Source: an optimization exercise on an open RTL-to-GDS flow (aim: small area, a short achievable clock period and few clock cycles). Production flows keep margins and buffers that such runs may drop. Only simulation tests tie the RTL to the original design; equivalence was not proved.

// conv1_top
module conv1_top #(
    parameter CONV_INPUT_SIZE = 23,
    parameter CONV_OUTPUT_SIZE = 22,
    parameter CONV_OUTPUT_FILTER = 20
)(
    input                     clk,
    input                     rst,
    input                     start,
    output reg         [4: 0] input_addra,
    input  wire signed [15:0] idata,
    output reg  signed [15:0] odata,
    output reg         [4: 0] output_filter,
    output reg         [4: 0] output_addra,
    output reg                done
);
    wire hold = rst | ~start;
    reg idir;    
    wire iturn = idir ? (input_addra == 5'd0) : (input_addra == 5'd22);
    wire idir_next = idir ^ iturn;
    always @(posedge clk) begin
        if (hold) begin
            input_addra <= 5'd0;
            idir <= 1'b0;
        end else begin
            input_addra <= idir_next ? input_addra - 5'd1 : input_addra + 5'd1;
            idir <= idir_next;
        end
    end
    wire oturn = output_filter[0] ? (output_addra == 5'd0) : (output_addra == 5'd21);
    always @(posedge clk) begin
        if (hold) begin
            output_filter <= 5'd31;
            output_addra <= 5'd5;
        end else if (oturn) begin
            output_filter <= output_filter + 5'd1;
        end else begin
            output_addra <= output_filter[0] ? output_addra - 5'd1 : output_addra + 5'd1;
        end
    end
    always @(posedge clk) begin
        if (rst) done <= 1'b0;
        else if (output_filter == 5'd19 && output_addra == 5'd0) done <= 1'b1;
    end
    reg [4:0] fidx;
    wire ftrig = output_filter[0] ? (output_addra == 5'd2) : (output_addra == 5'd19);
    wire [4:0] fsucc;
    assign fsucc[0] = (fidx[1] & fidx[2] & ~fidx[4]) | (~fidx[2] & fidx[3] & fidx[4]) | (fidx[2] & ~fidx[3] & ~fidx[4]) | (fidx[0] & fidx[2] & ~fidx[3]) | (~fidx[0] & ~fidx[1] & ~fidx[2] & fidx[4]);
    assign fsucc[1] = (~fidx[1] & ~fidx[3] & fidx[4]) | (~fidx[1] & ~fidx[2] & fidx[3] & ~fidx[4]) | (fidx[0] & ~fidx[3]) | (~fidx[0] & ~fidx[1] & fidx[3] & ~fidx[4]);
    assign fsucc[2] = (~fidx[0] & fidx[1] & fidx[3]) | (~fidx[0] & ~fidx[1] & fidx[4]) | (~fidx[1] & fidx[2] & fidx[3]) | (fidx[1] & ~fidx[3] & ~fidx[4]) | (~fidx[2] & ~fidx[3] & ~fidx[4]);
  ...
Settings: LEC_CHECK=0, CAP_MARGIN=20, CELL_PAD_IN_SITES_DETAIL_PLACEMENT=1, CORE_MARGIN=2, CORE_UTILIZATION=30, SLEW_MARGIN=20, SYNTH_HIERARCHICAL=1; clock period 30.0 ns.
standard.sh (not shown) runs the stock make flow with config.mk's settings and CLKGATE_MAP_FILE= SYNTH_SCRIPT=/design/flow/synth_recipe.tcl, a recipe that flattens the netlist after the stock synthesis.
==> flow/flow/run.sh <==
#!/bin/bash
# Standard ORFS layout (the standard.sh), with extra ORFS settings from
# flow/make_args.txt (one NAME=value per line): repair_timing is asked for
# extra setup margin so that it sizes the critical paths for a shorter period
# than the clock's, and the port buffers are plain buffers.
set -uo pipefail
HERE="$(cd "$(dirname "$0")" && pwd)"
ARGS=()
while IFS= read -r line; do
    [[ -n "$line" && "$line" != \#* ]] && ARGS+=("$line")
done < "$HERE/make_args.txt"
bash standard.sh synth > synth.log 2>&1 || exit 1
bash standard.sh "${ARGS[@]}" finish > layout.log 2>&1 || exit 1
==> flow/flow/make_args.txt <==
SETUP_SLACK_MARGIN=23.2
BUFFER_PORTS_ARGS=-buffer_cell sky130_fd_sc_hd__buf_2
Testbench counts at the start, summed over its fixed seeds: cycles 21,504.
==> next run, changes <==
==> flow/flow/make_args.txt (replaced) <==
SETUP_SLACK_MARGIN=23.1
BUFFER_PORTS_ARGS=-buffer_cell sky130_fd_sc_hd__buf_2
Settings changed: CTS_BUF_LIST set to sky130_fd_sc_hd__clkbuf_8 sky130_fd_sc_hd__clkbuf_16.
What happened: Die area stays the same; critical path depth does not change; fmax stays flat; clock skew barely changes; synthesized cell count stays the same; via count hardly moves; global-route usage is lower by 0.20 points.

---

red:
Starting RTL as in the previous note.
Settings: LEC_CHECK=0, CAP_MARGIN=20, CELL_PAD_IN_SITES_DETAIL_PLACEMENT=1, CORE_MARGIN=2, CORE_UTILIZATION=30, SLEW_MARGIN=20, SYNTH_HIERARCHICAL=1; clock period 30.0 ns.
==> flow/flow/make_args.txt <==
SETUP_SLACK_MARGIN=23.1
BUFFER_PORTS_ARGS=-buffer_cell sky130_fd_sc_hd__buf_2
Scripts as last shown in full above: flow/flow/run.sh
The flow did not stop early for red: all stages ran, and the layout cleared the timing, design-rule and antenna checks.
Testbench counts of red, summed over its fixed seeds: cycles 21,504.
### red -> blue
Settings: SETUP_SLACK_MARGIN newly set to 5.
==> flow/run.sh (new file) <==
#!/bin/bash
# synth_recipe.tcl (not shown) runs the flow's synth.tcl, then flattens the netlist and writes it again
# the make line also repeats each setting of config.mk as NAME=value (left out here)
make -C /OpenROAD-flow-scripts/flow DESIGN_CONFIG=/design/flow/config.mk WORK_HOME=/design/flow/orfs CLKGATE_MAP_FILE= SYNTH_SCRIPT=/design/flow/synth_recipe.tcl finish
removed: flow/flow/run.sh
removed: flow/flow/make_args.txt
removed: flow/standard.sh
Results
Per the comparison of blue with red, wire length after detailed routing lost 1.0 mm; average via count per standard cell lost 0.86%; slew at the pin closest to its max-slew limit picked up an extra 0.17 ns; final cycle utilization of the critical path picked up an extra 2.8 points. Where maximum frequency from static timing analysis is concerned, red is better than blue. Of blue and red, the run reporting the lower number of cells in the finished layout apart from fillers was blue. Global-route usage over all layers, blue and red: smaller value in blue. The arrival time of the worst setup path in blue was higher than what red gave.

[re-timing with driven ports]
No port has a modelled driver above. Below, the same layouts with a new extraction and two added sets of constraints. Step 1 (the two cells are an assumption about what drives the block):
set clk [get_ports {clk}]
set_driving_cell -lib_cell sky130_fd_sc_hd__clkbuf_16 $clk
set_driving_cell -lib_cell sky130_fd_sc_hd__buf_2 [delete_from_list [all_inputs] $clk]
Step 2 times the ports against the registers' clock, not the clock port: input delays grow and output delays shrink by t, the midpoint of the rising clock arrivals with the driver on. Three values: ideal, step 1, step 2; two values: the first two.
run	t, ns	setup slack, ns	worst hold slack (ns)	worst register clock-pin slew, ns	cell pins on the clock port's net
the first run of note 1	0.423	23.146 / 23.098 / 22.931	0.504 / 0.504 / 0.504	0.08 / 0.08	1
the second run of note 1	0.421	23.132 / 23.084 / 22.907	0.500 / 0.500 / 0.500	0.08 / 0.08	1
red	0.421	23.132 / 23.084 / 22.907	0.500 / 0.500 / 0.500	0.08 / 0.08	1
blue	0.423	22.287 / 22.287 / 22.287	0.502 / 0.502 / 0.502	0.08 / 0.08	1
After both steps every run listed still meets setup and hold.
